Background: an optimization exercise with open tools, aiming at small area and a short achievable clock period. Do not read the settings as production practice.
At most, simulation tests tie the RTL to the original design; equivalence was not proved.
Power figures rest on the tool's default switching activity, not on a simulated workload.

// FPU_Addition
module FPU_Addition #(parameter BITS=32)
                        (input [BITS-1:0]A,
                         input [BITS-1:0]B,
                         input clk,
                         output [BITS-1:0] result);
    wire [7:0] eA = A[30:23];
    wire [7:0] eB = B[30:23];
    wire [7:0] X;
    wire       comp;                              
    fpa_add #(8, 3) u_dab (.a(eA), .b(~eB), .cin(1'b1), .s(X), .cout(comp));
    wire [4:0] Xn = ~X[4:0] + 5'd1;
    wire [4:0] d = comp ? X[4:0] : Xn;
    wire       big = comp ? |X[7:5] : ~(&X[7:5] & |X[4:0]);
    wire [23:0] mL = comp ? {1'b1, A[22:0]} : {1'b1, B[22:0]};
    wire [23:0] mS = comp ? {1'b1, B[22:0]} : {1'b1, A[22:0]};
    wire [7:0]  eL = comp ? eA : eB;
    wire        sL = comp ? A[31] : B[31];
    wire        sub = A[31] ^ B[31];
    wire [23:0] s0 = d[0] ? {1'b0,  mS[23:1]} : mS;
    wire [23:0] s1 = d[1] ? {2'b0,  s0[23:2]} : s0;
    wire [23:0] s2 = d[2] ? {4'b0,  s1[23:4]} : s1;
    wire [23:0] s3 = d[3] ? {8'b0,  s2[23:8]} : s2;
    wire [23:0] s4 = d[4] ? {16'b0, s3[23:16]} : s3;
    wire [23:0] mSa = big ? 24'd0 : s4;
    wire [24:0] T;
    wire        tc;
    fpa_add #(25, 5) u_add (.a({1'b0, mL}), .b({1'b0, mSa} ^ {25{sub}}), .cin(sub),
                         .s(T), .cout(tc));
    reg [24:0] T_r;
    reg [7:0]  eL_r;
    reg        sL_r;
    always @(posedge clk) begin
        T_r  <= T;
        eL_r <= eL;
        sL_r <= sL;
    end
    wire        z4 = ~|T_r[24:9];
    wire [24:0] n4 = z4 ? {T_r[8:0], 16'd0} : T_r;
    wire        z3 = ~|n4[24:17];
    wire [24:0] n3 = z3 ? {n4[16:0], 8'd0} : n4;
    wire        z2 = ~|n3[24:21];
    wire [24:0] n2 = z2 ? {n3[20:0], 4'd0} : n3;
    wire        z1 = ~|n2[24:23];
    wire [24:0] n1 = z1 ? {n2[22:0], 2'd0} : n2;
    wire        z0 = ~n1[24];
    wire [23:0] n0 = z0 ? n1[22:0] : n1[23:1];
    wire        tz = z4 & ~|T_r[8:0];
    wire [4:0]  lz = {z4, z3, z2 & ~tz, z1 & ~tz, z0};
    wire [6:0]  lo = {2'b0, eL_r[4:0]} + 7'd1 - {2'b0, lz};
  ...
Size in the first run: about 750 cells after synthesis, ~34 flip-flops, about 97 I/O pins.
clock: 30.0 ns
lec_check: 0
cap_margin: 20
core_margin: 2
core_utilization: 65
cts_buf_list: sky130_fd_sc_hd__clkbuf_8
slew_margin: 20
standard.sh (not shown) runs the stock make flow with config.mk's settings and CLKGATE_MAP_FILE= SYNTH_SCRIPT=/design/flow/synth_recipe.tcl, a recipe that flattens the netlist after the stock synthesis.
==> flow/flow/run.sh <==
#!/bin/bash
# Standard synthesis and layout with two changes: the port buffers are the
# small sky130_fd_sc_hd__buf_1 instead of the delay buffer buffer_ports picks
# by default, and the timing repair steps aim for extra setup slack (the
# margin in flow/margin.txt) so that they size and buffer the critical paths.
set -euo pipefail
MARGIN=$(cat flow/margin.txt)
bash standard.sh finish SETUP_SLACK_MARGIN=$MARGIN \
    "BUFFER_PORTS_ARGS=-buffer_cell sky130_fd_sc_hd__buf_1" > standard.log 2>&1
==> flow/flow/margin.txt <==
18
Then changed:
==> flow/flow/margin.txt (replaced) <==
17.6
Settings changed: CORE_UTILIZATION 65 to 40, CTS_CLUSTER_DIAMETER set to 200, CTS_CLUSTER_SIZE set to 40.
Result:
- The new run finished clean
- area after synthesis stays the same
- total power drops by 4.8%
- routed wire length drops by 6.6%
- fmax drops by 1.4%
- combinational power drops by 4.8%
- first-iteration DRC count drops by 34%

* * *

The RTL this note starts from:
==> flow/design.v <==
module fpa_add #(parameter W = 25, parameter L = 5)
                (input [W-1:0] a,
                 input [W-1:0] b,
                 input cin,
                 output [W-1:0] s,
                 output cout);
    wire [W-1:0] g [0:L];
    wire [W-1:0] p [0:L];
    wire [W-1:0] p0 = a ^ b;
    assign g[0] = (a & b) | {{(W-1){1'b0}}, p0[0] & cin};
    assign p[0] = p0;
    genvar l, i;
    generate
        for (l = 0; l < L; l = l + 1) begin : lv
            for (i = 0; i < W; i = i + 1) begin : bt
                if ((i >> l) & 1) begin : cmb
                    localparam J = ((i >> l) << l) - 1;
                    assign g[l+1][i] = g[l][i] | (p[l][i] & g[l][J]);
                    assign p[l+1][i] = p[l][i] & p[l][J];
                end else begin : pas
                    assign g[l+1][i] = g[l][i];
                    assign p[l+1][i] = p[l][i];
                end
            end
        end
    endgenerate
    assign s = p0 ^ {g[L][W-2:0], cin};
    assign cout = g[L][W-1];
endmodule
module FPU_Addition #(parameter BITS=32)
                        (input [BITS-1:0]A,
                         input [BITS-1:0]B,
                         input clk,
                         output [BITS-1:0] result);
    wire [7:0] eA = A[30:23];
    wire [7:0] eB = B[30:23];
    wire [7:0] gt0 = eA & ~eB;
    wire [7:0] eq0 = ~(eA ^ eB);
    wire [3:0] gt1, eq1;
    wire [1:0] gt2, eq2;
    genvar r;
    generate
        for (r = 0; r < 4; r = r + 1) begin : c1
            assign gt1[r] = gt0[2*r+1] | (eq0[2*r+1] & gt0[2*r]);
            assign eq1[r] = eq0[2*r+1] & eq0[2*r];
        end
        for (r = 0; r < 2; r = r + 1) begin : c2
            assign gt2[r] = gt1[2*r+1] | (eq1[2*r+1] & gt1[2*r]);
            assign eq2[r] = eq1[2*r+1] & eq1[2*r];
        end
    endgenerate
    wire comp = gt2[1] | (eq2[1] & (gt2[0] | eq2[0]));    
    wire [7:0] X;
    wire       xc;
    fpa_add #(8, 3) u_dab (.a(eA), .b(~eB), .cin(1'b1), .s(X), .cout(xc));
    wire [4:0] Y;
    wire       yc;
    fpa_add #(5, 3) u_dba (.a(eB[4:0]), .b(~eA[4:0]), .cin(1'b1), .s(Y), .cout(yc));
    wire [4:0] d = comp ? X[4:0] : Y;
    wire       big = comp ? |X[7:5] : ~(&X[7:5] & |X[4:0]);
    wire [23:0] mL = comp ? {1'b1, A[22:0]} : {1'b1, B[22:0]};
    wire [23:0] mS = comp ? {1'b1, B[22:0]} : {1'b1, A[22:0]};
    wire [7:0]  eL = comp ? eA : eB;
    wire        sL = comp ? A[31] : B[31];
    wire        sub = A[31] ^ B[31];
    wire [23:0] s0 = d[0] ? {1'b0,  mS[23:1]} : mS;
    wire [23:0] s1 = d[1] ? {2'b0,  s0[23:2]} : s0;
    wire [23:0] s2 = d[2] ? {4'b0,  s1[23:4]} : s1;
    wire [23:0] s3 = d[3] ? {8'b0,  s2[23:8]} : s2;
    wire [23:0] s4 = d[4] ? {16'b0, s3[23:16]} : s3;
    wire [23:0] mSa = big ? 24'd0 : s4;
    wire [24:0] T;
    wire        tc;
    fpa_add #(25, 5) u_add (.a({1'b0, mL}), .b({1'b0, mSa} ^ {25{sub}}), .cin(sub),
                         .s(T), .cout(tc));
    reg [24:0] T_r;
    reg [7:0]  eL_r;
    reg        sL_r;
    always @(posedge clk) begin
        T_r  <= T;
        eL_r <= eL;
        sL_r <= sL;
    end
    wire        z4 = ~|T_r[24:9];
    wire [24:0] n4 = z4 ? {T_r[8:0], 16'd0} : T_r;
    wire        z3 = ~|n4[24:17];
    wire [24:0] n3 = z3 ? {n4[16:0], 8'd0} : n4;
    wire        z2 = ~|n3[24:21];
    wire [24:0] n2 = z2 ? {n3[20:0], 4'd0} : n3;
    wire        z1 = ~|n2[24:23];
    wire [24:0] n1 = z1 ? {n2[22:0], 2'd0} : n2;
    wire        z0 = ~n1[24];
    wire [23:0] n0 = z0 ? n1[22:0] : n1[23:1];
    wire        tz = z4 & ~|T_r[8:0];
    wire [4:0]  lz = {z4, z3, z2 & ~tz, z1 & ~tz, z0};
    wire [6:0]  lo = {2'b0, eL_r[4:0]} + 7'd1 - {2'b0, lz};
    wire [2:0]  hi = lo[6] ? eL_r[7:5] - 3'd1 : eL_r[7:5] + {2'd0, lo[5]};
    wire [7:0]  expo = {hi, lo[4:0]};
    assign result = {sL_r, expo, n0[22:0]};
endmodule
==> flow/config.mk <==
export PLATFORM = sky130hd
export DESIGN_NAME = FPU_Addition
export DESIGN_NICKNAME = FPU_Addition
export VERILOG_FILES = /design/flow/design.v
export SDC_FILE = /design/flow/constraint.sdc
export NUM_CORES = 4
export LEC_CHECK = 0
export CAP_MARGIN = 20
export CORE_MARGIN = 2
export CORE_UTILIZATION = 40
export CTS_BUF_LIST = sky130_fd_sc_hd__clkbuf_8
export SLEW_MARGIN = 20
==> flow/constraint.sdc <==
create_clock -name core_clock -period 30.0 [get_ports {clk}]
set_input_delay 6.0000 -clock core_clock [delete_from_list [all_inputs] [get_ports {clk}]]
set_output_delay 6.0000 -clock core_clock [all_outputs]
set_load 0.01 [all_outputs]
==> flow/flow/margin.txt <==
18.4
Scripts as last shown in full above: flow/flow/run.sh
==> next run, changes <==
==> flow/flow/margin.txt (replaced) <==
18
Result: The changed run produced a clean layout. Power fell by a few percent. Design area came out lower by a few percent. Clock-buffer cell count does not change. First-iteration DRC count decreases by roughly a tenth. Wire length falls by a few percent. Worst setup slack gets worse by 0.24 ns. Cell count drops slightly. Non-clock buffer count came out lower by 10. Synthesized cell count stays the same. Worst hold slack is about the same.
==> next run, changes <==
- CTS_BUF_LIST: sky130_fd_sc_hd__clkbuf_8 -> default
The new run passed the timing, DRC and antenna checks.
Setup slack gets worse by 0.0097 ns.
Power came out higher by about 3.2%.
Routed wire length is higher by about 0.44%.
First-iteration DRC count increases by 16%.
Combinational power is about the same.
Synthesized area stays the same.
Via count came out lower by 0.57%.
Non-clock buffer count is unchanged.
Function was not checked in any run of this note: the RTL went through the layout flow alone.

re-timing with driven ports:
Ports are ideal in the flow. The routed layouts listed here were re-timed in OpenROAD. Step 1 (the two cells are an assumption about what drives the block):
set clk [get_ports {clk}]
set_driving_cell -lib_cell sky130_fd_sc_hd__clkbuf_16 $clk
set_driving_cell -lib_cell sky130_fd_sc_hd__buf_2 [delete_from_list [all_inputs] $clk]
Step 2 moves the port delays by t, midway between the first and last clock arrival at a register: inputs arrive t later, outputs are due t later. That takes back most of the time a late clock gives input paths. Three values: ideal ports, drivers, drivers and shift; two values: the first two.
| run | shift t [ns] | setup WS [ns] | cell pins on the clock port's net |
|---|---|---|---|
| the first run of note 1 | 0.302 | 18.257 / 18.232 / 17.991 | 1 |
| the second run of note 1 | 0.301 | 18.090 / 18.073 / 17.796 | 1 |
| the first run of note 2 | 0.307 | 18.639 / 18.644 / 18.337 | 1 |
| the second run of note 2 | 0.307 | 18.401 / 18.402 / 18.099 | 1 |
| the third run of note 2 | 0.300 | 18.392 / 18.383 / 18.101 | 1 |
After both steps setup and hold are still met in every run listed.
